From an optimization exercise on the open Yosys and OpenROAD flow, aimed at small area and a short achievable clock period; shortcuts taken in it are not production practice. RTL that was checked went through simulation tests only; none was proved equivalent to the original. For runs 1 to 3 and 6, only the layout was checked, not whether the RTL still works. No activity file was given, so power comes from the tool's default toggle rates.

==> flow/design.v <==
module CPU(
	input logic clk,
	input logic [15:0] inM,
	input logic [15:0] instruction,
	input logic reset,
	output logic [15:0] outM,
	output logic writeM,
	output logic [14:0] addressM,
	output logic [14:0] pc
);
	logic [15:0] A, D;
	logic [14:0] PC;
	wire c  = instruction[15];
	wire am = instruction[12];
	wire zx = instruction[11];
	wire nx = instruction[10];
	wire zy = instruction[9];
	wire ny = instruction[8];
	wire f  = instruction[7];
	wire no = instruction[6];
	wire kx0 = c & ~(zx ^ nx);
	wire kx1 = c & nx;
	wire kI  = ~c;
	wire ky0 = c & ~(zy ^ ny);
	wire ky1 = c & ny;
	wire kM0 = ky0 & am;
	wire kM1 = ky1 & am;
	wire kA0 = ky0 & ~am;
	wire kA1 = ky1 & ~am;
	wire fe  = f | ~c;
	wire noe = no & c;
	wire [15:0] xi = {1'b0, instruction[14:0]};
	wire [15:0] x = (D & {16{kx0}}) | (~D & {16{kx1}}) | (xi & {16{kI}});
	wire [15:0] y = (A & {16{kA0}}) | (~A & {16{kA1}}) | (inM & {16{kM0}}) | (~inM & {16{kM1}});
	wire [15:0] g = x & y;
	wire [15:0] p = x ^ y;
	wire [15:0] gf = g & {16{fe}};
	wire g0 = gf[1] | (p[1] & gf[0]);
	wire p0 = p[1] & p[0];
	wire g1 = gf[3] | (p[3] & gf[2]);
	wire p1 = p[3] & p[2];
	wire g2 = gf[5] | (p[5] & gf[4]);
	wire p2 = p[5] & p[4];
	wire g3 = gf[7] | (p[7] & gf[6]);
	wire p3 = p[7] & p[6];
	wire g4 = gf[9] | (p[9] & gf[8]);
	wire p4 = p[9] & p[8];
	wire g5 = gf[11] | (p[11] & gf[10]);
	wire p5 = p[11] & p[10];
	wire g6 = gf[13] | (p[13] & gf[12]);
	wire p6 = p[13] & p[12];
	wire g7 = gf[15] | (p[15] & gf[14]);
	wire p7 = p[15] & p[14];
	wire g8 = g1 | (p1 & g0);
	wire p8 = p1 & p0;
	wire g9 = g2 | (p2 & g1);
	wire p9 = p2 & p1;
	wire g10 = g3 | (p3 & g2);
	wire p10 = p3 & p2;
	wire g11 = g4 | (p4 & g3);
	wire p11 = p4 & p3;
	wire g12 = g5 | (p5 & g4);
	wire p12 = p5 & p4;
	wire g13 = g6 | (p6 & g5);
	wire p13 = p6 & p5;
	wire g14 = g7 | (p7 & g6);
	wire p14 = p7 & p6;
	wire g15 = g9 | (p9 & g0);
	wire p15 = p9 & p0;
	wire g16 = g10 | (p10 & g8);
	wire p16 = p10 & p8;
	wire g17 = g11 | (p11 & g9);
	wire p17 = p11 & p9;
	wire g18 = g12 | (p12 & g10);
	wire p18 = p12 & p10;
	wire g19 = g13 | (p13 & g11);
	wire p19 = p13 & p11;
	wire g20 = g14 | (p14 & g12);
	wire p20 = p14 & p12;
	wire g21 = g17 | (p17 & g0);
	wire p21 = p17 & p0;
	wire g22 = g18 | (p18 & g8);
	wire p22 = p18 & p8;
	wire g23 = g19 | (p19 & g15);
	wire p23 = p19 & p15;
	wire g24 = g20 | (p20 & g16);
	wire p24 = p20 & p16;
	wire g25 = gf[2] | (p[2] & g0);
	wire p25 = p[2] & p0;
	wire g26 = gf[4] | (p[4] & g8);
	wire p26 = p[4] & p8;
	wire g27 = gf[6] | (p[6] & g15);
	wire p27 = p[6] & p15;
	wire g28 = gf[8] | (p[8] & g16);
	wire p28 = p[8] & p16;
	wire g29 = gf[10] | (p[10] & g21);
	wire p29 = p[10] & p21;
	wire g30 = gf[12] | (p[12] & g22);
	wire p30 = p[12] & p22;
	wire g31 = gf[14] | (p[14] & g23);
	wire p31 = p[14] & p23;
	wire [15:0] cin = {g31, g23, g30, g22, g29, g21, g28, g16, g27, g15, g26, g8, g25, g0, gf[0], 1'b0};
	wire [15:0] t = (fe ? p : g) ^ {16{noe}};
	assign outM = t ^ cin;
	wire zr = (outM == 16'd0);
	wire ng = outM[15];
	wire jmp = c & ((instruction[2] & ng) | (instruction[1] & zr) | (instruction[0] & ~ng & ~zr));
	always_ff @(posedge clk) begin
		if (~c | instruction[5]) A <= outM;
		if (c & instruction[4]) D <= outM;
		if (reset) PC <= 15'd0;
		else if (jmp) PC <= A[14:0];
		else PC <= PC + 15'd1;
	end
	assign writeM = c & instruction[3];
	assign addressM = A[14:0];
	assign pc = PC;
endmodule
==> flow/flow/run.sh <==
#!/bin/bash
# Layout flow: the standard ORFS flow (standard.sh) with two changes:
#  - synthesis maps the logic with the ABC script in flow/abc.script
#    (ORFS's synth.tcl otherwise unchanged; same -nofsm -noshare, flatten and renames)
#  - port buffers are sky130_fd_sc_hd__buf_1 instead of the default choice
set -euo pipefail
W=$PWD
sed "s#log_cmd abc {\*}\$abc_args#log_cmd abc {*}[lreplace \$abc_args 1 1 $W/flow/abc.script]#" \
  "$FLOW_HOME/scripts/synth.tcl" > "$W/synth_custom.tcl"
grep -q "flow/abc.script" "$W/synth_custom.tcl"
sed "s#\$::env(SCRIPTS_DIR)/synth.tcl#$W/synth_custom.tcl#" synth_recipe.tcl > "$W/synth_top.tcl"
grep -q "synth_custom.tcl" "$W/synth_top.tcl"
EXTRA=()
if [[ -f flow/make_args.txt ]]; then mapfile -t EXTRA < <(grep -v '^\s*$' flow/make_args.txt); fi
bash standard.sh SYNTH_SCRIPT="$W/synth_top.tcl" \
  "BUFFER_PORTS_ARGS=-buffer_cell sky130_fd_sc_hd__buf_1" "${EXTRA[@]}" finish > "$W/flow.log" 2>&1
==> flow/flow/abc.script <==
strash; dch; map -a; topo; stime -c
==> flow/flow/make_args.txt <==
==> flow/standard.sh <==
#!/bin/bash
# synth_recipe.tcl (not shown) runs the flow's synth.tcl, then flattens the netlist and writes it again
# the make line also repeats each setting of config.mk as NAME=value (left out here)
make -C /OpenROAD-flow-scripts/flow DESIGN_CONFIG=/design/flow/config.mk WORK_HOME=/design/flow/orfs CLKGATE_MAP_FILE= SYNTH_SCRIPT=/design/flow/synth_recipe.tcl "${@:-finish}"
==> flow/config.mk <==
export PLATFORM = sky130hd
export DESIGN_NAME = CPU
export DESIGN_NICKNAME = CPU
export VERILOG_FILES = /design/flow/design.v
export SDC_FILE = /design/flow/constraint.sdc
export NUM_CORES = 4
export LEC_CHECK = 0
export CAP_MARGIN = 20
export CORE_MARGIN = 2
export CORE_UTILIZATION = 40
export SETUP_SLACK_MARGIN = 4.5
export SLEW_MARGIN = 20
==> flow/constraint.sdc <==
create_clock -name core_clock -period 12.5 [get_ports {clk}]
set_input_delay 2.5000 -clock core_clock [delete_from_list [all_inputs] [get_ports {clk}]]
set_output_delay 2.5000 -clock core_clock [all_outputs]
set_load 0.01 [all_outputs]
==> results.txt, run 1 <==
Outcome
The run finished with no timing, DRC or antenna violations.

Place
During placement, the flow inserted port buffers numbering 80. The congestion estimate from routability-driven global placement came to 0.883. The placed cell count is 624. After legalization and detailed placement, the total HPWL measured 7.28 mm.

Job
The tool flagged a number of max-cap violations equal to 0.

Worst setup path
Traced cell by cell, the critical path runs through clkbuf_4 > clkinvlp_4 > nor3_4 > buf_4 > buf_4 > nand2_1 > nand3_1 > ha_1 > nand2_1 > a21oi_1 > a21oi_1 > nand2_1 > a22o_2 > a22oi_2 > xor2_2 > clkbuf_2. The data arrival time of the worst path is 5.32 ns. In this run the critical register-to-register path is launched from A[1]$_DFFE_PP_. Together, buffers and inverters on the worst path number 5. In this run the worst path has a maximum fanout of 18. The worst setup path is of the in2out kind.

The worst setup slack for register-to-register paths is 7.99 ns. The type of element capturing the critical path is an output pin. Grouping stages by cell kind, the critical path spends the most delay in buffers and inverters. The endpoint of the worst register-to-register path is PC[1]$_SDFF_PP0_. The worst setup path is launched from an input port. On the worst path, the slowest cell contributes a delay of between 0.3 and 0.4 ns. The most common cell type on the critical path is sky130_fd_sc_hd__nand2_1. The slowest stage of the critical path belongs to the cell sky130_fd_sc_hd__nor3_4. The depth of the most critical reg-to-reg path is 21. Data on the critical path is required at its endpoint by 10.00 ns.

Finish
Relative to the synthesized area, the layout overhead comes to 20.9%. The register area is ~0.0013 mm2. The finished layout holds 647 standard cells, fillers aside. The antenna diode count is 0.

After filler insertion, the fill cell instance count of the layout stands at 874. Leaving out fill and tap cells, the most frequent cells in the layout are sky130_fd_sc_hd__nand2_1 (98), sky130_fd_sc_hd__buf_1 (77), sky130_fd_sc_hd__o21ai_0 (67). Of the cells placed in the final design, the portion with a size suffix greater than 1 is 9.28%. Leaving out fill and tap cells, the most frequent cell in the layout is sky130_fd_sc_hd__nand2_1. The combined area of the multi-input logic cells is 0.00207 mm2. At the end of the flow, the number of nets in the layout was ~600.

Clocking
The number of levels the H-tree was split into is 2. In this run the clock root is driven by a sky130_fd_sc_hd__clkbuf_8. The maximum number of buffers from clock root to sink is 2. Clock-pin slew was measured on the worst setup and hold paths at about 0.09 ns. Clock tree synthesis found a total of 47 sinks. At the later pin of the worst-skew pair, clock insertion delay measures 0.31 ns.

TritonCTS built the clock tree. The total CTS buffers is 5.

Synthesis
The synthesized area per cell is about 7.7 um2. The count of state elements after synthesis is 47. The part of the Yosys area used for sequential elements is 36.2%. In this run, synthesis inferred 32 flip-flops with an integrated enable. The mapped netlist covers 0.00348 mm2.

The cell count after synthesis came out at 450. The netlist uses 24 different library cells. For this run, the number of Yosys warnings is 1. For this run, asynchronously set or reset flops after synthesis account for 0%. The commonest register cell after synthesis is sky130_fd_sc_hd__edfxtp_1. The net count after synthesis is 501.

GRT
The overflow left after global routing is 0. The number of global-route vias before repair is 3088. The global-route wire length before repair is 15.6 mm. The number of antenna violations at the first check in global routing was 0. The total global routing track utilization is 20.7%.

The pin count of the biggest net entering global routing is 35.

STA
Setup repair after global routing left no endpoint under its margin. The number of setup violations in the final report is 0. The count of final hold-check violations is 0. The slew at the pin closest to its max-slew limit is 0.975 ns.

The post-route fraction of the period consumed by the critical path is 62.6%. The smallest clock period supported by the final layout is computed as 7.82 ns. In this run the tightest slew margin relative to its limit is 34.7%.

The worst clock skew is 0.00694 ns. The max-slew violation count is 0. The maximum achievable frequency is 128 MHz. Hold is met by 0.521 ns. For the final routed database, the setup TNS stands at 0 ns.

Route
Before antenna repair, the detailed router went through 4 iterations. The per-cell routed wire length is between 15 and 20 um. For this run, design rule violations remaining after detail routing come to 0. After the first detailed-routing iteration, the DRC count stood at 150. Wires add up to about 10 mm. The post-route antenna net violation count is 0. The routed layout has between 3000 and 4000 vias. The average vias per placed instance is 5.19.

Worst hold path
The worst hold path endpoint is PC[0]$_SDFF_PP0_. The critical hold path startpoint is PC[0]$_SDFF_PP0_. In this run the worst hold path is classified as reg2reg. Along the worst hold path, the cell count comes to 1.

Floorplanning
In this run the core area contains 34 standard-cell rows. The die span in x is 97.3 um. For this configuration, the core starts out at a cell density of approximately two fifths. The die is 97.3 um tall. The die outline area is roughly 0.0095 mm2. The total area inside the core boundary comes to 0.00859 mm2. The count of pins on the block boundary is approximately 80.

Power and ir drop
The total power is 1.19 mW. The static power due to leakage is around 1.5 nW. Across the VDD grid, the largest voltage drop is 144 uV. The total power divided by cell area is 283 mW/mm2.
through the flow:
| stage | worst slack (ns) | area, um2 | utilization [%] |
|---|---|---|---|
| final | 4.68 | 4210 | 49.0 |
| after global routing | 4.46 | 4210 | 49.0 |
| after CTS | 4.51 | 4090 | 47.6 |
| after detailed placement | 3.10 | 3840 | 44.7 |
| after global placement | 3.28 | 3840 | 44.7 |
| after floorplan | 4.50 | 3510 | - |
repair_timing:
| action | in CTS | in global routing |
|---|---|---|
| buffers inserted | 10 | 5 |
| pin swaps | 5 | 3 |
| hold endpoints to repair | 0 | 0 |
| resized for setup | 17 | 16 |
| hold buffers | 0 | 0 |
| setup endpoints to repair | 18 | 11 |
state kept, by name, summed over array words and instances, names as in the netlist:
| signal | flops |
|---|---|
| A | 16 |
| D | 16 |
| PC | 15 |
per-layer routing:
| layer | vias up | global-route usage (%) | share of wire (%) |
|---|---|---|---|
| li1 | 1714 | - | - |
| met1 | 1546 | 27.0 | 45 |
| met2 | 84 | 35.4 | 49 |
| met3 | 12 | 4.10 | 4.7 |
| met4 | 0 | 5.02 | 1.3 |
| met5 | - | 0 | 0 |
logic make-up after synthesis:
kind of cell,Yosys count,synth area share [%]
simple gates,166,19.5
fa+ha+maj,17,6.11
buf+inv,64,8.62
mux,5,1.44
compound gates,108,17.2
xor+xnor,43,10.8
flops,47,36.2
final cells by class:
cell class	instances	area share, %
multi-input cells	339	49.2
flip-flops and latches	47	30.0
repair buffers	97	10.5
inverters	48	4.73
well taps	108	3.21
clock buffers	8	2.41
report_power, final:
group | switching, mW | total, mW | internal (mW)
Clock | 0.0540 | 0.106 | 0.0519
Sequential | 0.0560 | 0.337 | 0.281
Combinational | 0.481 | 0.750 | 0.270
Total | 0.591 | 1.19 | 0.602
how the worst max path moves through the flow:
stage	to	startpoint	cells past startpoint
global route	outM[13]	instruction[12]	17
global placement	outM[15]	instruction[15]	16
floorplan	outM[15]	instruction[15]	15
CTS	outM[15]	instruction[12]	16
detailed placement	outM[15]	instruction[15]	16
finish	outM[13]	instruction[12]	16
Yosys cell counts (all sizes together) (2+ instances only):
cell type / number / area, um2
a22oi: 4 / 30.0
o31ai: 2 / 15.0
a211oi: 13 / 97.6
nor2: 31 / 116
clkinv: 48 / 180
edfxtp: 32 / 961
nor4: 5 / 31.3
a21oi: 15 / 75.1
nand3: 23 / 115
dfxtp: 15 / 300
ha: 17 / 213
nor3: 6 / 30.0
o21ai: 69 / 345
nand2: 98 / 368
mux2i: 5 / 50.1
xnor2: 7 / 61.3
buf: 16 / 120
xor2: 36 / 315
o22ai: 3 / 18.8
==> run 2: changes to the inputs <==
==> flow/flow/make_args.txt (replaced) <==
ADDER_MAP_FILE=
==> results.txt, run 2 <==
Outcome
The flow ran to the end and the layout has no timing, DRC or antenna violations.

GRT
The pin count of the biggest net entering global routing is 23 (-34%). The global-route wire length before repair was 15.3 mm (-1.5%). The number of antenna violations at the first check in global routing is 0 (unchanged). The total global routing track utilization came to 21.8% (+1.1 points). The number of global-route vias before repair is 3089 (+0.032%).

The overflow left after global routing is 0 (unchanged).

Clocking
The clock tree root buffer cell is sky130_fd_sc_hd__clkbuf_8. The clock slew at the register clock pins of the worst setup and hold paths came to 0.10 ns (about the same). The total CTS buffers is 5 (unchanged). The number of levels the H-tree was split into came to 2 (unchanged). The total clock sinks came to 47 (unchanged). The worst-skew pair later-pin latency is 0.31 ns (about the same). The maximum number of buffers from clock root to sink is 2 (unchanged). The clock tree from TritonCTS is done.

Finish
The layout-stage area growth over the synthesis result is 23.5%. The largest registers in the layout are A: 16 flops, D: 16 flops, PC: 15 flops. The leading cell type in the layout, fill and taps excluded is sky130_fd_sc_hd__nand2_1. The number of nets in the finished design came to 590 (+0.17%). The library cells used most frequently in the layout, excluding fill and tap cells, are sky130_fd_sc_hd__nand2_1 (106), sky130_fd_sc_hd__buf_1 (77), sky130_fd_sc_hd__nor2_1 (69).

The antenna diode count is 0 (unchanged). The share of final-layout standard cells stronger than drive strength 1 is 13.8% (+4.5 points). The post-route cell area is 0.00414 mm2 (-1.7%).

STA
The count of final hold-check violations is 0 (unchanged). The setup TNS is 0 ns (unchanged). The shortest clock period the worst path allows after layout was 7.80 ns (-0.0250 ns). The max-slew violation count was 0 (unchanged). The number of setup violations in the final report was 0 (unchanged). The worst clock skew is 0.00870 ns (+0.00176 ns). The maximum achievable frequency was 128 MHz (+0.32%). Setup repair after global routing left no endpoint under its margin. The max-slew headroom at the worst pin is 37.3% (+2.6 points).

The post-route fraction of the period consumed by the critical path is 62.4% (-0.20 points). The slew at the pin closest to its max-slew limit is 0.938 ns (-0.0372 ns).

Synthesis
The multiplexer fraction of the synthesized cell area came to 0% (-1.4 points). The count of state elements after synthesis is 47 (unchanged). The warning count from the yosys run is 1 (unchanged).

By count the netlist is led by sky130_fd_sc_hd__nand2_1 (110), sky130_fd_sc_hd__nor2_1 (76), sky130_fd_sc_hd__clkinv_1 (47). sky130_fd_sc_hd__nand2_1 is the most common cell in the netlist. sky130_fd_sc_hd__edfxtp_1 takes more of the synthesized area than any other cell. After synthesis, the largest family of logic cells by area is simple AND/OR/NAND/NOR gates. The proportion of register bits with asynchronous set or reset after synthesis was 0% (unchanged). The gate count after technology mapping is 461 (+2.4%). The part of the Yosys area used for sequential elements is 37.6% (+1.4 points). The synthesized cell area came to 0.00335 mm2 (-3.7%). The simple-gate share of the synthesized area is 25.9% (+6.3 points). By area the synthesized netlist is led by sky130_fd_sc_hd__edfxtp_1 (29%), sky130_fd_sc_hd__nand2_1 (12%), sky130_fd_sc_hd__dfxtp_1 (9.0%), sky130_fd_sc_hd__nor2_1 (8.5%), sky130_fd_sc_hd__a21oi_1 (5.7%).

The count of flip-flops with a built-in enable after synthesis came to 32 (unchanged). The area share of the leading cell type in the synthesized netlist came to 28.7% (+1.1 points). The fraction of the mapped netlist area in compound gates is 17.8% (+0.51 points). The unique cell type count in the Yosys netlist is 26 (+8.3%). The xor and xnor area share after synthesis is 9.93% (-0.89 points). The synthesized area per cell is 7.27 um2 (-6.0%). The most used flip-flop cell after synthesis is sky130_fd_sc_hd__edfxtp_1. The net count after synthesis is 495 (-1.2%). The post-synthesis adder-cell area fraction is 0% (-6.1 points).

Route
The total routed wire length on the met1 layer came to 4.34 mm (-2.8%). The number of design-rule violations left by the first detailed-router iteration was 141 (-6.0%). The highest metal layer with signal wires is met4. The total met3 wirelength after detailed routing was 561 um (+19%).

The post-route antenna net violation count came to 0 (unchanged). The number of search-and-repair iterations in the first detailed-routing pass is 4 (unchanged). The number of vias in the routed layout came to 3417 (+1.8%). The number of design rule violations left after detail routing is 0 (unchanged).

The total routed wirelength is 9.91 mm (-1.0%). The average vias per placed instance was 5.16 (-0.49%). The met2 wire length is 4.81 mm (-2.5%).

The per-cell routed wire length is 15.0 um (-3.2%).

Worst setup path
The worst setup slack for register-to-register paths is 7.90 ns (-0.09 ns). The largest individual stage delay along the critical path comes from the cell sky130_fd_sc_hd__or2_2. The data arrival time of the worst path is 5.30 ns (-0.02 ns). The required time reported for the critical path endpoint is 10.00 ns (about the same). The most common cell type on the critical path is sky130_fd_sc_hd__nand2_1. The largest driver fanout on the critical path is 12 (-6). The worst setup path is launched from an input port. The cell type group with the largest total delay on the critical path is simple AND/OR/NAND/NOR gates. STA classifies the critical path endpoint as an output pin. The number of buffer and inverter instances along the worst setup path is 6 (+1). The delay of the slowest cell on the worst path came to 0.34 ns (+0.03 ns). The critical path goes through buf_1 > buf_6 > buf_4 > nand3_1 > clkinvlp_4 > buf_4 > nand2_1 > o221ai_1 > or2_2 > nand2_1 > nor2_1 > nand2_1 > nand2_1 > a221oi_1 > nand2_1 > a22oi_2 > xnor2_2 > buf_2. The critical path is of the in2out type.

Place
The HPWL reported at the end of detailed placement is 7.18 mm (-1.5%). The routability congestion estimate is 0.950 (+7.6%). The placed instance area is 0.00370 mm2 (-3.7%). The count of buffers from port buffering is 80 (unchanged).

Floorplanning
The vertical die dimension came to 95.6 um (-1.8%). The initial core utilization came to 41.0% (+0.49 points). The row count was 33 (-2.9%). The die outline area came to 0.00913 mm2 (-3.5%). The die span in x is 95.6 um (-1.8%).

The area of the placeable core is 0.00818 mm2 (-4.9%). The count of pins on the block boundary is 81 (unchanged).

Power and ir drop
The fraction of power consumed by combinational cells is 45.8% (-17 points). The clock power share was 16.2% (+7.3 points). The internal power consumption is 0.386 mW (-36%). The peak supply drop came to 71.8 uV (-50%).

The fraction of power spent switching nets was 42.4% (-7.1 points). The static power due to leakage is 1.51 nW (-1.2%). The net switching power figure is 0.284 mW (-52%).

The relative contribution of sequential cells to total power is 38.0% (+9.8 points). The total power divided by cell area is 162 mW/mm2 (-43%).

Worst hold path
The worst hold path belongs to the class reg2reg.

Job
The count of max-cap constraint violations is 0 (unchanged).
## run 2: cell count changes after synthesis, sizes merged, moves of 11 or more
| cell | previous run | this run |
|---|---|---|
| a21oi | 15 | 38 |
| ha | 17 | 0 |
| nand2 | 98 | 110 |
| nand3 | 23 | 12 |
| nor2 | 31 | 76 |
| o211ai | 0 | 20 |
| o21ai | 69 | 15 |
| xor2 | 36 | 21 |
## run 2: worst register-to-register path, cell delays in order (launching register included)
cell	delay, ns
sky130_fd_sc_hd__edfxtp_1	0.44
sky130_fd_sc_hd__a221oi_1	0.31
sky130_fd_sc_hd__clkinv_1	0.13
sky130_fd_sc_hd__nor2_1	0.11
sky130_fd_sc_hd__clkinv_1	0.06
sky130_fd_sc_hd__nand2_1	0.08
sky130_fd_sc_hd__o22ai_1	0.11
sky130_fd_sc_hd__nand2_1	0.13
sky130_fd_sc_hd__nand2_1	0.06
sky130_fd_sc_hd__a221oi_1	0.25
sky130_fd_sc_hd__nand2_1	0.14
sky130_fd_sc_hd__a22oi_2	0.22
sky130_fd_sc_hd__xnor2_2	0.14
sky130_fd_sc_hd__buf_4	0.16
sky130_fd_sc_hd__nor4_1	0.41
sky130_fd_sc_hd__nand4_1	0.19
sky130_fd_sc_hd__nand3b_1	0.13
sky130_fd_sc_hd__o211ai_1	0.08
sky130_fd_sc_hd__nand2_1	0.41
sky130_fd_sc_hd__clkinv_1	0.53
sky130_fd_sc_hd__nor3b_1	0.31
sky130_fd_sc_hd__a21oi_1	0.06
sky130_fd_sc_hd__nor2_1	0.08
## run 2: path summary, 6_finish.rpt
path                     from               end  depth (start not counted)
min          PC[0]$_SDFF_PP0_  PC[0]$_SDFF_PP0_                          1
max reg2reg    D[7]$_DFFE_PP_  PC[2]$_SDFF_PP0_                         22
max           instruction[15]          outM[15]                         18
min reg2reg  PC[0]$_SDFF_PP0_  PC[0]$_SDFF_PP0_                          1
## run 2: final cells by class
| type | instances | area, um2 |
|---|---|---|
| Timing Repair Buffer | 104 | 512 |
| Clock inverter | 2 | 13.8 |
| Tap cell | 105 | 131 |
| Multi-Input combinational cell | 351 | 1930 |
| Inverter | 47 | 194 |
| Fill cell | 833 | 4040 |
| Sequential cell | 47 | 1260 |
| Clock buffer | 6 | 93.8 |
## run 2: metrics by stage
step | hold slack [ns] | instances | utilization [%] | worst slack [ns] | power (mW)
2_1_floorplan | 0.528 | 461 | - | 4.53 | 0.453
3_3_place_gp | 0.525 | 634 | 45.2 | 3.88 | 0.520
3_5_place_dp | 0.529 | 634 | 45.2 | 3.80 | 0.524
4_1_cts | 0.548 | 646 | 48.0 | 4.41 | 0.644
5_1_grt | 0.593 | 662 | 50.6 | 4.48 | 0.719
6_report | 0.540 | 662 | 50.6 | 4.70 | 0.671
## run 2: logic make-up after synthesis
family                 after synthesis
XOR/XNOR                            38
buffers and inverters               63
AO/OA/AOI/OAI                       97
flip-flops                          47
AND/OR/NAND/NOR                    216
## run 2: repair_timing
action,4_1_cts,5_1_grt
setup buffers,4,16
hold buffers,0,0
gates resized for setup,18,35
setup endpoints to repair,12,12
pin swaps,0,15
## run 2: power by group through the flow
| stage | clock network [mW] | logic [mW] | registers, mW |
|---|---|---|---|
| finish | 0.109 | 0.307 | 0.255 |
| global route | 0.117 | 0.340 | 0.262 |
| global placement | 0 | 0.263 | 0.257 |
| detailed placement | 0 | 0.266 | 0.258 |
| CTS | 0.112 | 0.278 | 0.255 |
| floorplan | 0 | 0.200 | 0.254 |
## run 2: routing by layer
metal / vias up / GRT usage [%]
met5: - / 0
li1: 1740 / -
met3: 16 / 2.69
met1: 1557 / 29.6
met4: 0 / 6.67
met2: 104 / 36.4
==> run 3: changes to the inputs <==
==> flow/flow/make_args.txt (replaced) <==
--- a/flow/config.mk
+++ b/flow/config.mk
@@ -10,3 +10,3 @@
 export CORE_UTILIZATION = 40
-export SETUP_SLACK_MARGIN = 4.5
+export SETUP_SLACK_MARGIN = 4.0
 export SLEW_MARGIN = 20
==> results.txt, run 3 <==
Place
The count of buffers from port buffering is 80 (unchanged). The placed instance area is 0.00384 mm2 (+3.9%). The setup slack after placement is 3.04 ns (-0.756 ns). The routability congestion estimate is 0.879 (-7.5%).

The HPWL reported at the end of detailed placement is 7.29 mm (+1.5%).

Finish
The leading cell type in the layout, fill and taps excluded is sky130_fd_sc_hd__nand2_1. The number of nets in the finished design is 581 (-1.5%). The post-route cell area came to 0.00402 mm2 (-3.0%). Leaving out fill and tap cells, the most frequent cells in the layout are sky130_fd_sc_hd__nand2_1 (98), sky130_fd_sc_hd__buf_1 (78), sky130_fd_sc_hd__o21ai_0 (69). The largest registers in the layout are A: 16 flops, D: 16 flops, PC: 15 flops. The antenna diode count is 0 (unchanged). The area growth from synthesis to layout is 15.3%.

The share of final-layout standard cells stronger than drive strength 1 is 5.46% (-8.4 points). The number of fill cells in the layout was 874 (+4.9%).

GRT
The total global routing track utilization is 20.5% (-1.3 points). The number of global-route vias before repair is 2976 (-3.7%). The overflow left after global routing is 0 (unchanged). The number of antenna violations at the first check in global routing came to 0 (unchanged).

The global-route wire length before repair came to 15.5 mm (+1.3%). The pin count of the biggest net entering global routing came to 35 (+52%).

STA
The smallest setup slack after layout is 4.23 ns (-0.479 ns). The setup TNS is 0 ns (unchanged). The post-route fraction of the period consumed by the critical path was 66.2% (+3.8 points). The worst clock skew is 0.0120 ns (+0.00335 ns). The slew at the pin closest to its max-slew limit is 1.04 ns (+0.0970 ns). The maximum achievable frequency is 121 MHz (-5.8%). Setup repair after global routing could not meet its margin everywhere. The count of final hold-check violations came to 0 (unchanged). The max-slew headroom at the worst pin was 30.7% (-6.6 points). The number of setup violations in the final report came to 0 (unchanged). The max-slew violation count is 0 (unchanged). The shortest clock period the worst path allows after layout came to 8.27 ns (+0.479 ns).

The final worst hold slack was 0.516 ns (-0.0247 ns).

Floorplanning
The initial core utilization is 40.5% (-0.49 points). The die span in x is 97.3 um (+1.8%). The count of pins on the block boundary came to 81 (unchanged). The area of the placeable core is 0.00859 mm2 (+5.1%). The die outline area is 0.00947 mm2 (+3.7%). The row count came to 34 (+3.0%). The vertical die dimension came to 97.3 um (+1.8%).

Synthesis
sky130_fd_sc_hd__nand2_1 is the most common cell in the netlist. The count of flip-flops with a built-in enable after synthesis is 32 (unchanged). The count of state elements after synthesis came to 47 (unchanged). The area share of the leading cell type in the synthesized netlist is 27.6% (-1.1 points). The synthesized cell area is 0.00348 mm2 (+3.8%). The warning count from the yosys run was 1 (unchanged). In the post-synthesis netlist, the biggest area contributors are sky130_fd_sc_hd__edfxtp_1 (28%), sky130_fd_sc_hd__nand2_1 (11%), sky130_fd_sc_hd__o21ai_0 (9.9%), sky130_fd_sc_hd__xor2_1 (9.1%), sky130_fd_sc_hd__dfxtp_1 (8.6%). The part of the Yosys area used for sequential elements was 36.2% (-1.4 points).

The net count after synthesis is 501 (+1.2%). Counting instances in the post-synthesis netlist gives the leading cell types as sky130_fd_sc_hd__nand2_1 (98), sky130_fd_sc_hd__o21ai_0 (69), sky130_fd_sc_hd__clkinv_1 (48). The largest area contributor in the synthesized netlist is sky130_fd_sc_hd__edfxtp_1. The proportion of register bits with asynchronous set or reset after synthesis is 0% (unchanged).

The unique cell type count in the Yosys netlist is 24 (-7.7%). The synthesized area per cell is 7.74 um2 (+6.4%). The commonest register cell after synthesis is sky130_fd_sc_hd__edfxtp_1. The gate count after technology mapping is 450 (-2.4%).

Clocking
The total clock sinks is 47 (unchanged). The clock tree root buffer cell is sky130_fd_sc_hd__clkbuf_8. The maximum number of buffers from clock root to sink is 2 (unchanged).

The total CTS buffers is 5 (unchanged). The number of levels the H-tree was split into came to 2 (unchanged). TritonCTS built the clock tree. The worst-skew pair later-pin latency is 0.31 ns (about the same). The clock slew at the register clock pins of the worst setup and hold paths is 0.10 ns (about the same).

Route
The number of design-rule violations left by the first detailed-router iteration is 174 (+23%). The per-cell routed wire length came to 15.1 um (+1.1%). The total routed wirelength came to 9.67 mm (-2.4%).

The post-route antenna net violation count is 0 (unchanged). The average vias per placed instance is 5.19 (+0.51%). The number of design rule violations left after detail routing is 0 (unchanged). The number of vias in the routed layout came to 3315 (-3.0%). The number of search-and-repair iterations in the first detailed-routing pass is 5 (+1).

Worst setup path
The required time reported for the critical path endpoint was 10.00 ns (about the same). Walking the worst path, the cells encountered are buf_2 > inv_4 > a21oi_1 > o21ai_0 > buf_4 > nor2_4 > nand2_1 > nand3_1 > ha_1 > a21oi_1 > nor2_1 > nand2_1 > o22ai_1 > a21oi_2 > nor2_1 > a221oi_1 > o21ai_0 > xnor2_2 > buf_1. The type of element capturing the critical path is an output pin.

The largest driver fanout on the critical path is 17 (+5). Among cell families on the critical path, the largest total delay comes from compound AO/OA/AOI/OAI gates. The delay of the slowest cell on the worst path is 0.33 ns (about the same).

The number of buffer and inverter instances along the worst setup path is 4 (-2). The path type of the worst setup path is in2out. The largest individual stage delay along the critical path comes from the cell sky130_fd_sc_hd__xnor2_2.

The worst setup path is launched from an input port. The data arrival time of the worst path is 5.77 ns (+0.47 ns).

Power and ir drop
The peak supply drop was 133 uV (+86%). The total power divided by cell area is 284 mW/mm2 (+75%). The total power came to 1.14 mW (+70%).

The static power due to leakage is 1.46 nW (-3.5%).

Job
The count of max-cap constraint violations is 0 (unchanged).

Outcome
The run finished with no timing, DRC or antenna violations.

Worst hold path
The class of the tightest hold or removal check is reg2reg.
-- run 3: changes by cell type after synthesis, moves of 11 or more --
cell / change
sky130_fd_sc_hd__o211ai_1: -20
sky130_fd_sc_hd__nor2_1: -45
sky130_fd_sc_hd__ha_1: +17
sky130_fd_sc_hd__o21ai_0: +54
sky130_fd_sc_hd__nand3_1: +11
sky130_fd_sc_hd__nand2_1: -12
sky130_fd_sc_hd__a21oi_1: -23
sky130_fd_sc_hd__xor2_1: +15
-- run 3: cell type report --
cell class | count | area [um2] | area share [%]
Clock inverter | 1 | 6.26 | 0.156
Multi-Input combinational cell | 339 | 1960 | 48.9
Inverter | 48 | 183 | 4.55
Timing Repair Buffer | 89 | 370 | 9.22
Clock buffer | 7 | 97.6 | 2.43
Tap cell | 108 | 135 | 3.37
Sequential cell | 47 | 1260 | 31.4
-- run 3: where the power goes --
group / switching, mW / internal (mW) / total [mW]
Combinational: 0.452 / 0.244 / 0.697
Sequential: 0.0539 / 0.281 / 0.335
Clock: 0.0566 / 0.0519 / 0.109
Total: 0.563 / 0.577 / 1.14
-- run 3: metal layers --
metal / wire (um) / global-route usage [%] / vias up
met4: 188 / 6.52 / 0
met2: 4500 / 32.6 / 108
li1: - / - / 1700
met1: 4510 / 28.9 / 1496
met3: 465 / 2.88 / 11
met5: 0 / 0 / -
-- run 3: timing repair --
item | CTS | global route
endpoints found under the setup margin | 14 | 10
pin swaps | 1 | 1
setup buffers | 2 | 2
resized for setup | 6 | 5
hold buffers | 0 | 0
-- run 3: cell families after synthesis --
kind of cell	count (synthesis)	share of synthesized area [%]
mux	5	1.44
buf+inv	64	8.62
fa+ha+maj	17	6.11
flops	47	36.2
simple gates	166	19.5
xor+xnor	43	10.8
compound gates	108	17.2
-- run 3: final timing paths --
path                                       start                to  cells after the start  slack [ns]
worst max-delay path             instruction[15]          outM[15]                     19        4.23
worst min-delay path            PC[0]$_SDFF_PP0_  PC[0]$_SDFF_PP0_                      1        0.52
worst max register to register    A[1]$_DFFE_PP_  PC[6]$_SDFF_PP0_                     22        7.94
worst min register to register  PC[0]$_SDFF_PP0_  PC[0]$_SDFF_PP0_                      1        0.52
-- run 3: through the flow --
stage | cells | util (%)
floorplan | 450 | -
global placement | 627 | 44.7
detailed placement | 627 | 44.7
CTS | 637 | 46.3
finish | 639 | 46.7
global route | 639 | 46.7
-- run 3: worst reg2reg max path: cells and delay by family, from the launching register on --
family / cells / cell delay, ns
flops: 1 / 0.46
xor+xnor: 1 / 0.33
fa+ha+maj: 1 / 0.29
compound gates: 9 / 1.59
simple gates: 9 / 1.33
buf+inv: 2 / 0.42
==> run 4: changes to the inputs <==
--- a/flow/design.v
+++ b/flow/design.v
@@ -20,19 +20,7 @@
 	wire no = instruction[6];
-	wire kx0 = c & ~(zx ^ nx);
-	wire kx1 = c & nx;
-	wire kI  = ~c;
-	wire ky0 = c & ~(zy ^ ny);
-	wire ky1 = c & ny;
-	wire kM0 = ky0 & am;
-	wire kM1 = ky1 & am;
-	wire kA0 = ky0 & ~am;
-	wire kA1 = ky1 & ~am;
-	wire fe  = f | ~c;
-	wire noe = no & c;
-	wire [15:0] xi = {1'b0, instruction[14:0]};
-	wire [15:0] x = (D & {16{kx0}}) | (~D & {16{kx1}}) | (xi & {16{kI}});
-	wire [15:0] y = (A & {16{kA0}}) | (~A & {16{kA1}}) | (inM & {16{kM0}}) | (~inM & {16{kM1}});
+	wire [15:0] x = ({16{~zx}} & D) ^ {16{nx}};
+	wire [15:0] y = ((am ? inM : A) & {16{~zy}}) ^ {16{ny}};
 	wire [15:0] g = x & y;
 	wire [15:0] p = x ^ y;
-	wire [15:0] gf = g & {16{fe}};
+	wire [15:0] gf = g & {16{f}};
 	wire g0 = gf[1] | (p[1] & gf[0]);
@@ -102,3 +90,3 @@
 	wire [15:0] cin = {g31, g23, g30, g22, g29, g21, g28, g16, g27, g15, g26, g8, g25, g0, gf[0], 1'b0};
-	wire [15:0] t = (fe ? p : g) ^ {16{noe}};
+	wire [15:0] t = (f ? p : g) ^ {16{no}};
 	assign outM = t ^ cin;
@@ -108,3 +96,4 @@
 	always_ff @(posedge clk) begin
-		if (~c | instruction[5]) A <= outM;
+		if (~c) A <= {1'b0, instruction[14:0]};
+		else if (instruction[5]) A <= outM;
 		if (c & instruction[4]) D <= outM;
==> flow/flow/make_args.txt (replaced) <==
ADDER_MAP_FILE=
--- a/flow/config.mk
+++ b/flow/config.mk
@@ -10,3 +10,3 @@
 export CORE_UTILIZATION = 40
-export SETUP_SLACK_MARGIN = 4.0
+export SETUP_SLACK_MARGIN = 4.5
 export SLEW_MARGIN = 20
==> results.txt, run 4 <==
Synthesis
In the synthesized netlist the dominant register cell turns out to be sky130_fd_sc_hd__edfxtp_1. The count of flip-flops with a built-in enable after synthesis was 31 (-3.1%). The leading cell type by number of instances after synthesis is sky130_fd_sc_hd__nand2_1. The part of the Yosys area used for sequential elements is 35.7% (-0.53 points). The synthesized cell area is 0.00351 mm2 (+0.68%). The net count after synthesis came to 506 (+1.0%).

The commonest cells after synthesis are sky130_fd_sc_hd__nand2_1 (88), sky130_fd_sc_hd__nor2_1 (70), sky130_fd_sc_hd__xor2_1 (60). The proportion of register bits with asynchronous set or reset after synthesis is 0% (unchanged). The warning count from the yosys run came to 1 (unchanged). The area share of the leading cell type in the synthesized netlist is 26.6% (-1.0 points).

The synthesized area per cell is 7.43 um2 (-4.0%). Sorting the synthesized cells by area gives the leading types as sky130_fd_sc_hd__edfxtp_1 (27%), sky130_fd_sc_hd__xor2_1 (15%), sky130_fd_sc_hd__nand2_1 (9.4%), sky130_fd_sc_hd__dfxtp_1 (9.1%), sky130_fd_sc_hd__nor2_1 (7.5%). The unique cell type count in the Yosys netlist came to 25 (+4.2%). Summed over all instances, the cell type with the most area after synthesis is sky130_fd_sc_hd__edfxtp_1.

The count of state elements after synthesis is 47 (unchanged). The gate count after technology mapping came to 472 (+4.9%).

Power and ir drop
The total power is 0.564 mW (-51%). The peak supply drop is 44.6 uV (-67%). The total power divided by cell area was 141 mW/mm2 (-50%). The static power due to leakage is 1.50 nW (+2.7%).

STA
The max-slew violation count is 0 (unchanged). The number of setup violations in the final report came to 0 (unchanged). The setup TNS is 0 ns (unchanged). Setup repair after global routing could not meet its margin everywhere.

The post-route fraction of the period consumed by the critical path was 61.8% (-4.4 points). The worst clock skew came to 0.00710 ns (-0.00495 ns). The maximum achievable frequency is 129 MHz (+7.0%). The shortest clock period the worst path allows after layout is 7.73 ns (-0.545 ns). The slew at the pin closest to its max-slew limit is 0.655 ns (-0.380 ns). The count of final hold-check violations is 0 (unchanged). The max-slew headroom at the worst pin was 56.3% (+26 points).

Clocking
The clock slew at the register clock pins of the worst setup and hold paths is 0.10 ns (about the same). The worst-skew pair later-pin latency is 0.31 ns (about the same). The clock tree root buffer cell is sky130_fd_sc_hd__clkbuf_8. The total clock sinks came to 47 (unchanged).

TritonCTS built the clock tree. The number of buffers inserted by hold repair at cts came to 0 (unchanged). The number of levels the H-tree was split into is 2 (unchanged). The total CTS buffers is 5 (unchanged). The maximum number of buffers from clock root to sink is 2 (unchanged).

Finish
The post-route cell area is 0.00399 mm2 (-0.65%). The layout-stage area growth over the synthesis result is 13.8%. The share of final-layout standard cells stronger than drive strength 1 was 7.80% (+2.3 points). The combined area of the multi-input logic cells is 0.00196 mm2 (-0.19%). The leading cell type in the layout, fill and taps excluded is sky130_fd_sc_hd__nand2_1. The number of nets in the finished design is 584 (+0.52%). The number of standard cells in the layout, taps in and fillers out is 659 (+3.1%). In the layout the commonest cells are sky130_fd_sc_hd__nand2_1 (88), sky130_fd_sc_hd__buf_1 (77), sky130_fd_sc_hd__nor2_1 (70). The antenna diode count was 0 (unchanged).

In the final layout, the registers with the most flip-flops are A: 16 flops, D: 16 flops, PC: 15 flops. The register area is 0.00125 mm2 (-0.79%). The number of fill cells in the layout is 906 (+3.7%).

GRT
The number of global-route vias before repair is 3062 (+2.9%). The number of antenna violations at the first check in global routing is 0 (unchanged). The overflow left after global routing is 0 (unchanged).

The pin count of the biggest net entering global routing is 24 (-31%). The global-route wire length before repair is 15.1 mm (-2.8%). The total global routing track utilization is 19.5% (-0.98 points).

Job
The count of max-cap constraint violations is 0 (unchanged).

Floorplanning
The count of pins on the block boundary is 81 (unchanged). The die outline area is 0.00953 mm2 (+0.66%). The area of the placeable core is 0.00859 mm2 (unchanged). The row count is 34 (unchanged). The vertical die dimension was 97.6 um (+0.33%). The initial core utilization is 40.8% (+0.28 points).

The die span in x is 97.6 um (+0.33%).

Worst setup path
STA classifies the critical path endpoint as an output pin. The data arrival time of the worst path is 5.23 ns (-0.54 ns). The depth of the most critical reg-to-reg path is 22 (unchanged). The timing endpoint of the critical path is outM[11]. The path type of the worst setup path is in2out. The critical path startpoint is instruction[9]. The startpoint class of the critical path is an input port. In this run the critical register-to-register path is launched from A[3]$_DFFE_PP_. The largest driver fanout on the critical path is 11 (-6). The endpoint of the worst register-to-register path is PC[12]$_SDFF_PP0_. The worst setup slack for register-to-register paths was 7.68 ns (-0.26 ns). The required time reported for the critical path endpoint is 10.00 ns (about the same).

Route
The number of search-and-repair iterations in the first detailed-routing pass is 4 (-1). The number of design rule violations left after detail routing is 0 (unchanged). The number of vias in the routed layout is 3273 (-1.3%). The average vias per placed instance is 4.97 (-4.3%). The number of design-rule violations left by the first detailed-router iteration is 196 (+13%). The total routed wirelength came to 9.22 mm (-4.6%). The post-route antenna net violation count was 0 (unchanged). The per-cell routed wire length was 14.0 um (-7.5%).

Place
The count of buffers from port buffering is 80 (unchanged). The HPWL reported at the end of detailed placement is 7.11 mm (-2.4%). The placed instance area is 0.00384 mm2 (about the same). The placed cell count came to 647 (+3.2%). The routability congestion estimate is 0.857 (-2.6%).

Worst hold path
The class of the tightest hold or removal check is reg2reg.

Outcome
The flow ran to the end and the layout has no timing, DRC or antenna violations.
## run 4: cell type report
| type | instances | area share (%) |
|---|---|---|
| flip-flops and latches | 47 | 31.4 |
| multi-input cells | 358 | 49.1 |
| repair buffers | 87 | 8.94 |
| inverters | 51 | 5.02 |
| clock buffers | 5 | 1.73 |
| well taps | 108 | 3.39 |
| clock inverters | 3 | 0.471 |
## run 4: logic make-up after synthesis
logic type	Yosys count	synth area share, %
DFF	47	35.7
xor gates and xnor gates	71	17.7
and+or+nand+nor	196	23.5
AOI/OAI and AO/OA	91	14.2
buffers and inverters	67	8.89
## run 4: critical path, cell delays in order
cell,delay [ns]
sky130_fd_sc_hd__buf_2,0.22
sky130_fd_sc_hd__clkinv_1,0.25
sky130_fd_sc_hd__o211ai_1,0.20
sky130_fd_sc_hd__or2_2,0.15
sky130_fd_sc_hd__nand2_1,0.06
sky130_fd_sc_hd__and2_2,0.19
sky130_fd_sc_hd__o21ai_0,0.27
sky130_fd_sc_hd__o21ai_0,0.18
sky130_fd_sc_hd__a21oi_2,0.21
sky130_fd_sc_hd__clkinv_1,0.14
sky130_fd_sc_hd__a21oi_2,0.19
sky130_fd_sc_hd__o22ai_1,0.10
sky130_fd_sc_hd__xor2_1,0.24
sky130_fd_sc_hd__clkinv_1,0.17
sky130_fd_sc_hd__buf_1,0.16
## run 4: routing by layer
layer / share of wire (%) / vias to the layer above / track usage (%)
li1: - / 1696 / -
met2: 47 / 77 / 32.7
met1: 48 / 1491 / 26.3
met3: 3.8 / 9 / 2.81
met5: 0 / - / 0
met4: 1.7 / 0 / 5.66
## run 4: how the worst min path moves through the flow
stage / to / slack (ns) / cells after the start / startpoint
after floorplan: PC[0]$_SDFF_PP0_ / 0.49 / 1 / PC[0]$_SDFF_PP0_
after global placement: PC[0]$_SDFF_PP0_ / 0.47 / 1 / PC[0]$_SDFF_PP0_
after detailed placement: PC[0]$_SDFF_PP0_ / 0.47 / 1 / PC[0]$_SDFF_PP0_
after CTS: PC[0]$_SDFF_PP0_ / 0.50 / 1 / PC[0]$_SDFF_PP0_
after global routing: PC[0]$_SDFF_PP0_ / 0.53 / 1 / PC[0]$_SDFF_PP0_
final: PC[0]$_SDFF_PP0_ / 0.49 / 1 / PC[0]$_SDFF_PP0_
## run 4: timing repair
item,CTS,global route
setup endpoints to repair,9,6
resized for setup,7,4
buffers inserted,0,4
## run 4: where the power goes
group          switching (mW)  internal [mW]  total, mW
Sequential             0.0175          0.202      0.220
Combinational           0.164         0.0832      0.247
Clock                  0.0581         0.0394     0.0974
## run 4: per-stage QoR
| stage | hold WS [ns] | worst slack [ns] | utilization (%) |
|---|---|---|---|
| CTS | 0.498 | 4.50 | 45.9 |
| detailed placement | 0.475 | 3.93 | 44.7 |
| finish | 0.494 | 4.77 | 46.4 |
| global placement | 0.469 | 3.98 | 44.7 |
| floorplan | 0.490 | 5.10 | - |
| global route | 0.525 | 4.47 | 46.4 |
==> run 5: changes to the inputs <==
==> flow/flow/make_args.txt (replaced) <==
==> results.txt, run 5 <==
Worst setup path
Walking the worst path, the cells encountered are buf_2 > inv_4 > nand2_1 > a21oi_1 > xor2_1 > ha_1 > nand2_1 > nor3_1 > nand2_1 > nand2_1 > clkinv_1 > o21ai_0 > a22oi_1 > xor2_2 > buf_1. In this design, the largest share of critical-path delay is due to simple AND/OR/NAND/NOR gates. The number of buffer and inverter instances along the worst setup path came to 4 (-1). The required time reported for the critical path endpoint is 10.00 ns (about the same). The largest driver fanout on the critical path is 19 (+8).

The largest individual stage delay along the critical path comes from the cell sky130_fd_sc_hd__nor3_1. The startpoint class of the critical path is an input port. The path type of the worst setup path is in2out. Counting stages on the worst path, the most repeated cell is sky130_fd_sc_hd__nand2_1. The worst setup path is captured at an output pin.

The delay of the slowest cell on the worst path is 0.36 ns (+0.09 ns). The data arrival time of the worst path is 5.21 ns (-0.02 ns).

Route
The number of design-rule violations left by the first detailed-router iteration came to 144 (-27%). The number of vias in the routed layout is 3086 (-5.7%). The post-route antenna net violation count is 0 (unchanged). The number of search-and-repair iterations in the first detailed-routing pass was 5 (+1). The number of design rule violations left after detail routing is 0 (unchanged).

The average vias per placed instance is 4.98 (+0.22%). The per-cell routed wire length is 14.6 um (+4.0%). The total routed wirelength is 9.03 mm (-2.1%).

Synthesis
The net count after synthesis is 489 (-3.4%). The count of flip-flops with a built-in enable after synthesis was 31 (unchanged). By area the synthesized netlist is led by sky130_fd_sc_hd__edfxtp_1 (27%), sky130_fd_sc_hd__xor2_1 (16%), sky130_fd_sc_hd__nand2_1 (12%), sky130_fd_sc_hd__dfxtp_1 (9.2%), sky130_fd_sc_hd__ha_1 (6.1%). The warning count from the yosys run is 1 (unchanged). The area share of the leading cell type in the synthesized netlist is 26.6% (+0.086 points). The commonest cells after synthesis are sky130_fd_sc_hd__nand2_1 (112), sky130_fd_sc_hd__xor2_1 (63), sky130_fd_sc_hd__clkinv_1 (39).

The gate count after technology mapping is 438 (-7.2%). The count of state elements after synthesis is 47 (unchanged). The proportion of register bits with asynchronous set or reset after synthesis is 0% (unchanged). The synthesized cell area came to 0.00349 mm2 (-0.32%).

The commonest register cell after synthesis is sky130_fd_sc_hd__edfxtp_1. The part of the Yosys area used for sequential elements is 35.8% (+0.12 points). The largest area contributor in the synthesized netlist is sky130_fd_sc_hd__edfxtp_1.

The synthesized area per cell is 7.98 um2 (+7.4%). The unique cell type count in the Yosys netlist was 24 (-4.0%). By instance count, the leading cell after synthesis is sky130_fd_sc_hd__nand2_1.

GRT
The number of antenna violations at the first check in global routing was 0 (unchanged). The overflow left after global routing is 0 (unchanged). The total global routing track utilization is 19.0% (-0.50 points). The global-route wire length before repair is 14.6 mm (-3.6%). The pin count of the biggest net entering global routing is 37 (+54%). The number of global-route vias before repair came to 2906 (-5.1%).

Place
The placed instance area was 0.00383 mm2 (-0.42%). The setup slack after placement is 4.01 ns (+0.0872 ns). The count of buffers from port buffering is 80 (unchanged).

The routability congestion estimate was 0.914 (+6.7%). The HPWL reported at the end of detailed placement is 6.91 mm (-2.9%).

Power and ir drop
The peak supply drop is 57.3 uV (+29%). The total power divided by cell area is 148 mW/mm2 (+4.5%). The static power due to leakage is 1.50 nW (-0.18%).

Floorplanning
The count of pins on the block boundary is 81 (unchanged). The area of the placeable core is 0.00859 mm2 (unchanged). The row count is 34 (unchanged).

The initial core utilization was 40.7% (-0.13 points). The die outline area is 0.00950 mm2 (-0.31%). The die span in x was 97.5 um (-0.15%). The vertical die dimension is 97.5 um (-0.15%).

STA
The count of final hold-check violations is 0 (unchanged). The worst clock skew is 0.0163 ns (+0.00923 ns). The number of setup violations in the final report is 0 (unchanged). The max-slew violation count is 0 (unchanged). The final worst hold slack is 0.514 ns (+0.0192 ns). The maximum achievable frequency is 130 MHz (+0.26%). The post-route fraction of the period consumed by the critical path is 61.7% (-0.16 points). The slew at the pin closest to its max-slew limit is 0.904 ns (+0.249 ns). The smallest setup slack after layout is 4.79 ns (+0.0199 ns). The max-slew headroom at the worst pin came to 39.7% (-17 points). Setup repair after global routing left no endpoint under its margin. The setup TNS is 0 ns (unchanged). The shortest clock period the worst path allows after layout is 7.71 ns (-0.0199 ns).

Job
The count of max-cap constraint violations is 0 (unchanged).

Clocking
The maximum number of buffers from clock root to sink is 2 (unchanged). The total clock sinks is 47 (unchanged). The total CTS buffers is 5 (unchanged). The clock tree from TritonCTS is done. The clock slew at the register clock pins of the worst setup and hold paths is 0.09 ns (about the same). The worst-skew pair later-pin latency is 0.30 ns (about the same). The number of buffers inserted by hold repair at cts is 0 (unchanged). The post-CTS setup buffer count is 0 (unchanged).

The number of levels the H-tree was split into came to 2 (unchanged). The clock tree root buffer cell is sky130_fd_sc_hd__clkbuf_8.

Finish
The post-route cell area came to 0.00395 mm2 (-1.1%). The number of nets in the finished design was 562 (-3.8%). The share of final-layout standard cells stronger than drive strength 1 is 3.91% (-3.9 points). The core occupancy in the finished layout came to 45.9% (-0.51 points). The antenna diode count is 0 (unchanged). Compared with the post-synthesis result, the final layout area differs by 12.9%. The largest registers in the layout are A: 16 flops, D: 16 flops, PC: 15 flops. The leading cell type in the layout, fill and taps excluded is sky130_fd_sc_hd__nand2_1. Leaving out fill and tap cells, the most frequent cells in the layout are sky130_fd_sc_hd__nand2_1 (112), sky130_fd_sc_hd__buf_1 (77), sky130_fd_sc_hd__xor2_1 (61).

Outcome
The run finished with no timing, DRC or antenna violations.

Worst hold path
The tightest min-delay check is of the reg2reg type.
[run 5: cell types whose count changed after synthesis, sizes merged, moves of 7 or more]
cell and change:
nor2 -42, nand2 +24, o21ai -18, ha +17
clkinv -12, or2 -9, a22oi +7
[run 5: worst paths after layout]
| path | from | to | slack [ns] | cells after the start |
|---|---|---|---|---|
| min reg2reg | PC[0]$_SDFF_PP0_ | PC[0]$_SDFF_PP0_ | 0.51 | 1 |
| max | instruction[12] | outM[11] | 4.79 | 15 |
| max reg2reg | A[3]$_DFFE_PP_ | PC[13]$_SDFF_PP0_ | 8.01 | 20 |
| min | PC[0]$_SDFF_PP0_ | PC[0]$_SDFF_PP0_ | 0.51 | 1 |
[run 5: repair_timing]
item / CTS / global route
hold endpoints to repair: 0 / 0
setup endpoints to repair: 10 / 3
pin swaps: 0 / 0
resized for setup: 3 / 7
[run 5: routing by layer]
layer  part of all wire, %  up-vias  global-route usage [%]
li1                      -     1595                       -
met1                    46     1399                    25.0
met2                    48       76                    31.3
met3                   3.5       16                    3.02
met4                   2.7        0                    7.59
met5                     0        -                       0
[run 5: per-stage QoR]
step | total power [mW] | std cells
finish | 0.583 | 620
CTS | 0.585 | 620
global route | 0.628 | 620
global placement | 0.483 | 612
floorplan | 0.413 | 438
detailed placement | 0.485 | 612
[run 5: kinds of logic (layout without fill, tap and decap cells)]
family | count (synthesis) | count (layout) | share of synthesized area (%)
AOI/OAI and AO/OA | 87 | 87 | 14.0
adders and majority gates | 17 | 17 | 6.09
DFF | 47 | 47 | 35.8
and+or+nand+nor | 158 | 158 | 17.9
xor gates and xnor gates | 74 | 74 | 18.5
buffers and inverters | 55 | 129 | 7.63
[run 5: area by class of cell]
cell class / instances / area [um2]
fill: 886 / 4650
multi-input combinational: 336 / 1990
sequential: 47 / 1250
timing repair buffer: 82 / 319
inverter: 39 / 154
tap: 108 / 135
clock buffer: 7 / 86.3
clock inverter: 1 / 5.00
[run 5: where the power goes]
| part | leakage (nW) | internal (mW) | switching, mW | total, mW |
|---|---|---|---|---|
| clock network | 0.0482 | 0.0448 | 0.0532 | 0.0980 |
| logic | 1.01 | 0.0884 | 0.171 | 0.259 |
| registers | 0.438 | 0.205 | 0.0207 | 0.226 |
| total | 1.50 | 0.338 | 0.245 | 0.583 |
==> run 6: changes to the inputs <==
==> flow/design.v (replaced) <==
module CPU(
	input logic clk,
	input logic [15:0] inM,
	input logic [15:0] instruction,
	input logic reset,
	output logic [15:0] outM,
	output logic writeM,
	output logic [14:0] addressM,
	output logic [14:0] pc
);
	logic [15:0] A, D;
	logic [14:0] PC;
	wire c  = instruction[15];
	wire am = instruction[12];
	wire zx = instruction[11];
	wire nx = instruction[10];
	wire zy = instruction[9];
	wire ny = instruction[8];
	wire f  = instruction[7];
	wire no = instruction[6];
	wire kx0 = c & ~(zx ^ nx);
	wire kx1 = c & nx;
	wire kI  = ~c;
	wire ky0 = c & ~(zy ^ ny);
	wire ky1 = c & ny;
	wire kM0 = ky0 & am;
	wire kM1 = ky1 & am;
	wire kA0 = ky0 & ~am;
	wire kA1 = ky1 & ~am;
	wire fe  = f | ~c;
	wire noe = no & c;
	wire [15:0] xi = {1'b0, instruction[14:0]};
	wire [15:0] x = (D & {16{kx0}}) | (~D & {16{kx1}}) | (xi & {16{kI}});
	wire [15:0] y = (A & {16{kA0}}) | (~A & {16{kA1}}) | (inM & {16{kM0}}) | (~inM & {16{kM1}});
	wire [15:0] g = x & y;
	wire [15:0] p = x ^ y;
	wire [15:0] gf = g & {16{fe}};
	wire g0 = gf[1] | (p[1] & gf[0]);
	wire p0 = p[1] & p[0];
	wire g1 = gf[3] | (p[3] & gf[2]);
	wire p1 = p[3] & p[2];
	wire g2 = gf[5] | (p[5] & gf[4]);
	wire p2 = p[5] & p[4];
	wire g3 = gf[7] | (p[7] & gf[6]);
	wire p3 = p[7] & p[6];
	wire g4 = gf[9] | (p[9] & gf[8]);
	wire p4 = p[9] & p[8];
	wire g5 = gf[11] | (p[11] & gf[10]);
	wire p5 = p[11] & p[10];
	wire g6 = gf[13] | (p[13] & gf[12]);
	wire p6 = p[13] & p[12];
	wire g7 = gf[15] | (p[15] & gf[14]);
	wire p7 = p[15] & p[14];
	wire g8 = g1 | (p1 & g0);
	wire p8 = p1 & p0;
	wire g9 = g3 | (p3 & g2);
	wire p9 = p3 & p2;
	wire g10 = g5 | (p5 & g4);
	wire p10 = p5 & p4;
	wire g11 = g7 | (p7 & g6);
	wire p11 = p7 & p6;
	wire g12 = g9 | (p9 & g8);
	wire p12 = p9 & p8;
	wire g13 = g11 | (p11 & g10);
	wire p13 = p11 & p10;
	wire g14 = g13 | (p13 & g12);
	wire p14 = p13 & p12;
	wire g15 = g10 | (p10 & g12);
	wire p15 = p10 & p12;
	wire g16 = g2 | (p2 & g8);
	wire p16 = p2 & p8;
	wire g17 = g4 | (p4 & g12);
	wire p17 = p4 & p12;
	wire g18 = g6 | (p6 & g15);
	wire p18 = p6 & p15;
	wire g19 = gf[2] | (p[2] & g0);
	wire p19 = p[2] & p0;
	wire g20 = gf[4] | (p[4] & g8);
	wire p20 = p[4] & p8;
	wire g21 = gf[6] | (p[6] & g16);
	wire p21 = p[6] & p16;
	wire g22 = gf[8] | (p[8] & g12);
	wire p22 = p[8] & p12;
	wire g23 = gf[10] | (p[10] & g17);
	wire p23 = p[10] & p17;
	wire g24 = gf[12] | (p[12] & g15);
	wire p24 = p[12] & p15;
	wire g25 = gf[14] | (p[14] & g18);
	wire p25 = p[14] & p18;
	wire [15:0] cin = {g25, g18, g24, g15, g23, g17, g22, g12, g21, g16, g20, g8, g19, g0, gf[0], 1'b0};
	wire [15:0] t = (fe ? p : g) ^ {16{noe}};
	assign outM = t ^ cin;
	wire zr = (outM == 16'd0);
	wire ng = outM[15];
	wire jmp = c & ((instruction[2] & ng) | (instruction[1] & zr) | (instruction[0] & ~ng & ~zr));
	always_ff @(posedge clk) begin
		if (~c | instruction[5]) A <= outM;
		if (c & instruction[4]) D <= outM;
		if (reset) PC <= 15'd0;
		else if (jmp) PC <= A[14:0];
		else PC <= PC + 15'd1;
	end
	assign writeM = c & instruction[3];
	assign addressM = A[14:0];
	assign pc = PC;
endmodule
==> results.txt, run 6 <==
Outcome
The run finished with no timing, DRC or antenna violations.

Synthesis
The net count after synthesis is 492 (+0.61%). The part of the Yosys area used for sequential elements was 36.6% (+0.77 points). The most common cell in the synthesized netlist is sky130_fd_sc_hd__nand2_1.

The unique cell type count in the Yosys netlist is 24 (unchanged). The warning count from the yosys run is 1 (unchanged). The gate count after technology mapping is 441 (+0.68%).

After synthesis, the cell types taking the most area are sky130_fd_sc_hd__edfxtp_1 (28%), sky130_fd_sc_hd__nand2_1 (10%), sky130_fd_sc_hd__o21ai_0 (9.7%), sky130_fd_sc_hd__dfxtp_1 (8.7%), sky130_fd_sc_hd__xor2_1 (6.3%). The proportion of register bits with asynchronous set or reset after synthesis is 0% (unchanged). The area share of the leading cell type in the synthesized netlist is 27.9% (+1.2 points). For this run, the leading register cell type out of synthesis is sky130_fd_sc_hd__edfxtp_1.

In the synthesized netlist, the cells that appear most often are sky130_fd_sc_hd__nand2_1 (92), sky130_fd_sc_hd__o21ai_0 (67), sky130_fd_sc_hd__clkinv_1 (48). The count of flip-flops with a built-in enable after synthesis is 32 (+3.2%). The synthesized area per cell is 7.82 um2 (-2.0%). The count of state elements after synthesis is 47 (unchanged). Summed over all instances, the cell type with the most area after synthesis is sky130_fd_sc_hd__edfxtp_1. The synthesized cell area was 0.00345 mm2 (-1.3%).

Floorplanning
The die outline area came to 0.00938 mm2 (-1.3%). The area of the placeable core is 0.00830 mm2 (-3.4%). The vertical die dimension is 96.9 um (-0.64%).

The die span in x is 96.9 um (-0.64%). The row count came to 33 (-2.9%). The initial core utilization was 41.5% (+0.88 points).

The count of pins on the block boundary came to 81 (unchanged).

Power and ir drop
The static power due to leakage is 1.55 nW (+3.5%). The total power divided by cell area is 287 mW/mm2 (+94%). The total power is 1.23 mW (+110%). The peak supply drop is 134 uV (+130%).

Clocking
The number of buffers inserted by hold repair at cts came to 0 (unchanged). The number of levels the H-tree was split into was 2 (unchanged). The maximum number of buffers from clock root to sink came to 2 (unchanged).

The total clock sinks is 47 (unchanged). The clock tree root buffer cell is sky130_fd_sc_hd__clkbuf_8. TritonCTS built the clock tree. The worst-skew pair later-pin latency is 0.31 ns (about the same). The total CTS buffers came to 5 (unchanged). The clock slew at the register clock pins of the worst setup and hold paths is 0.09 ns (about the same).

STA
The maximum achievable frequency is 125 MHz (-3.5%). Setup repair after global routing could not meet its margin everywhere. The max-slew headroom at the worst pin came to 38.7% (-0.95 points). The post-route fraction of the period consumed by the critical path came to 63.9% (+2.2 points). The shortest clock period the worst path allows after layout is 7.99 ns (+0.281 ns).

The count of final hold-check violations is 0 (unchanged). The setup TNS is 0 ns (unchanged). The worst clock skew is 0.0130 ns (-0.00332 ns).

The slew at the pin closest to its max-slew limit was 0.917 ns (+0.0130 ns). The max-slew violation count was 0 (unchanged). The number of setup violations in the final report is 0 (unchanged).

Finish
The antenna diode count came to 0 (unchanged). The leading cell type in the layout, fill and taps excluded is sky130_fd_sc_hd__nand2_1. The number of nets in the finished design is 590 (+5.0%).

The number of standard cells in the layout, taps in and fillers out is 645 (+4.0%). The largest registers in the layout are A: 16 flops, D: 16 flops, PC: 15 flops. From synthesis to final layout, the design area changed by 23.9%. The share of final-layout standard cells stronger than drive strength 1 is 12.8% (+8.9 points). In the layout the commonest cells are sky130_fd_sc_hd__nand2_1 (90), sky130_fd_sc_hd__buf_1 (75), sky130_fd_sc_hd__o21ai_0 (59).

GRT
The total global routing track utilization is 21.3% (+2.3 points). The number of global-route vias before repair is 3201 (+10%). The overflow left after global routing is 0 (unchanged). The pin count of the biggest net entering global routing came to 30 (-19%). The global-route wire length before repair was 16.0 mm (+9.8%). The number of antenna violations at the first check in global routing is 0 (unchanged).

Worst setup path
The data arrival time of the worst path was 5.49 ns (+0.28 ns). The reg-to-reg startpoint is A[3]$_DFFE_PP_. The worst register-to-register path ends at PC[7]$_SDFF_PP0_. The depth of the most critical reg-to-reg path came to 26 (+30%). The worst setup path is captured at an output pin. The worst setup slack for register-to-register paths is 7.81 ns (-0.20 ns). The largest driver fanout on the critical path is 7 (-12).

The delay of the slowest cell on the worst path is 0.27 ns (-0.09 ns). The startpoint class of the critical path is an input port. The standard cell with the maximum stage delay on the critical path is sky130_fd_sc_hd__a31oi_4. The path type of the worst setup path is in2out. The required time reported for the critical path endpoint came to 10.00 ns (about the same).

The signal on the critical path passes through buf_6 > buf_6 > clkinv_8 > a21oi_4 > o21ai_4 > nor2_4 > nand2_1 > nand3_1 > ha_1 > a21oi_1 > nor2_1 > nand2_1 > o21ai_2 > inv_2 > nor3_2 > nor2_2 > inv_2 > nand4_1 > o221ai_4 > a31oi_4 > o21ai_2 > xnor2_2 > buf_2.

Worst hold path
The path class of the tightest hold or removal check is reg2reg. The worst hold path begins at PC[0]$_SDFF_PP0_. The worst hold path cell count is 1 (unchanged).

The worst hold path endpoint is PC[0]$_SDFF_PP0_.

Route
The number of design rule violations left after detail routing is 0 (unchanged). The post-route antenna net violation count is 0 (unchanged). The total routed wirelength came to 10.4 mm (+15%). The number of vias in the routed layout is 3423 (+11%).

The per-cell routed wire length is 16.1 um (+11%). The number of search-and-repair iterations in the first detailed-routing pass is 4 (-1). The number of design-rule violations left by the first detailed-router iteration is 201 (+40%). The average vias per placed instance is 5.31 (+6.6%).

Place
The count of buffers from port buffering came to 80 (unchanged). The placed cell count is 611 (-0.16%). The routability congestion estimate is 0.905 (-1.0%). The HPWL reported at the end of detailed placement is 7.23 mm (+4.6%).

Job
The count of max-cap constraint violations was 0 (unchanged).
==> run 6: worst max-delay path, delay by kind of cell <==
kind,cells,cell delay (ns)
xor gates and xnor gates,1,0.20
and+or+nand+nor,8,0.97
adders and majority gates,1,0.25
AOI/OAI and AO/OA,7,0.98
buffers and inverters,6,0.56
==> run 6: power by group <==
part	internal (mW)	switching [mW]	leakage [nW]
Clock	0.0399	0.0531	0.0395
Combinational	0.311	0.484	1.07
Sequential	0.282	0.0572	0.438
==> run 6: worst max path at each step <==
| stage | from | endpoint | slack (ns) | cells after the start |
|---|---|---|---|---|
| 2_1_floorplan | instruction[8] | outM[15] | 4.53 | 21 |
| 3_3_place_gp | instruction[12] | outM[15] | 3.50 | 20 |
| 3_5_place_dp | instruction[12] | outM[15] | 3.40 | 20 |
| 4_1_cts | instruction[15] | outM[15] | 4.47 | 23 |
| 5_1_grt | instruction[15] | outM[15] | 4.32 | 23 |
| 6_report | instruction[15] | outM[15] | 4.51 | 23 |
==> run 6: metrics by stage <==
stage	hold slack (ns)	setup slack, ns	utilization, %	area [um2]
6_report	0.509	4.51	51.5	4270
5_1_grt	0.547	4.32	51.5	4270
4_1_cts	0.515	4.47	49.5	4110
3_5_place_dp	0.502	3.40	46.1	3820
3_3_place_gp	0.505	3.50	46.1	3820
2_1_floorplan	0.527	4.53	-	3500
==> run 6: timing repair <==
| action | in CTS | in global routing |
|---|---|---|
| setup endpoints to repair | 11 | 8 |
| resized for setup | 25 | 21 |
| cloned | 1 | 1 |
| buffers inserted | 13 | 11 |
| pin swaps | 10 | 17 |
| hold endpoints to repair | 0 | 0 |
==> run 6: cell type report <==
class | instances | area (um2)
Multi-Input combinational cell | 331 | 2090
Timing Repair inverter | 1 | 8.76
Timing Repair Buffer | 105 | 510
Fill cell | 820 | 4030
Tap cell | 105 | 131
Inverter | 48 | 196
Clock buffer | 8 | 80.1
Sequential cell | 47 | 1260
==> run 6: kinds of logic (layout without fill, tap and decap cells) <==
| kind of cell | count (synthesis) | after routing | share of synthesized area, % |
|---|---|---|---|
| fa+ha+maj | 17 | 17 | 6.17 |
| simple gates | 161 | 162 | 19.1 |
| mux | 8 | 8 | 2.32 |
| compound gates | 102 | 102 | 16.5 |
| flops | 47 | 47 | 36.6 |
| buf+inv | 64 | 162 | 8.71 |
| xor+xnor | 42 | 42 | 10.7 |
==> run 6: layer usage <==
layer / up-vias / GRT usage, % / share of wire [%]
met2: 125 / 34.1 / 46
li1: 1695 / - / -
met5: - / 0 / 0
met4: 0 / 5.85 / 1.8
met3: 17 / 3.40 / 6.9
met1: 1586 / 29.9 / 45

## separate check: timing with driven ports
In the flow no input, the clock included, has a driving cell. The finished layouts below were timed again as built, in two steps.
Step 1: set_driving_cell puts a clkbuf_16 on clk and a buf_2 on each other input, an assumption about the parent block.
Step 2 adds t to the input delays and takes it off the output delays; t is the mean of the earliest and latest rising clock arrival at the registers after step 1. Input paths then give back, and output paths get back, about the clock's delay inside the block.
a / b / c = ideal / step 1 / step 2; a / b = the first two.
run | t (ns) | slack for setup (ns) | worst setup path after step 2 | latest minus earliest clock arrival (ns) | slew at the worst register clock pin (ns)
run 1 | 0.334 | 4.679 / 4.651 / 4.651 | input to output | 0.007 / 0.007 | 0.09 / 0.09
run 2 | 0.332 | 4.704 / 4.677 / 4.677 | input to output | 0.008 / 0.009 | 0.10 / 0.10
run 3 | 0.336 | 4.225 / 4.203 / 4.203 | input to output | 0.013 / 0.012 | 0.10 / 0.10
run 4 | 0.331 | 4.770 / 4.732 / 4.732 | input to output | 0.007 / 0.007 | 0.10 / 0.10
run 5 | 0.328 | 4.790 / 4.768 / 4.768 | input to output | 0.016 / 0.016 | 0.10 / 0.10
run 6 | 0.330 | 4.509 / 4.471 / 4.471 | input to output | 0.013 / 0.013 | 0.09 / 0.09
After both steps setup and hold are still met in every run listed.
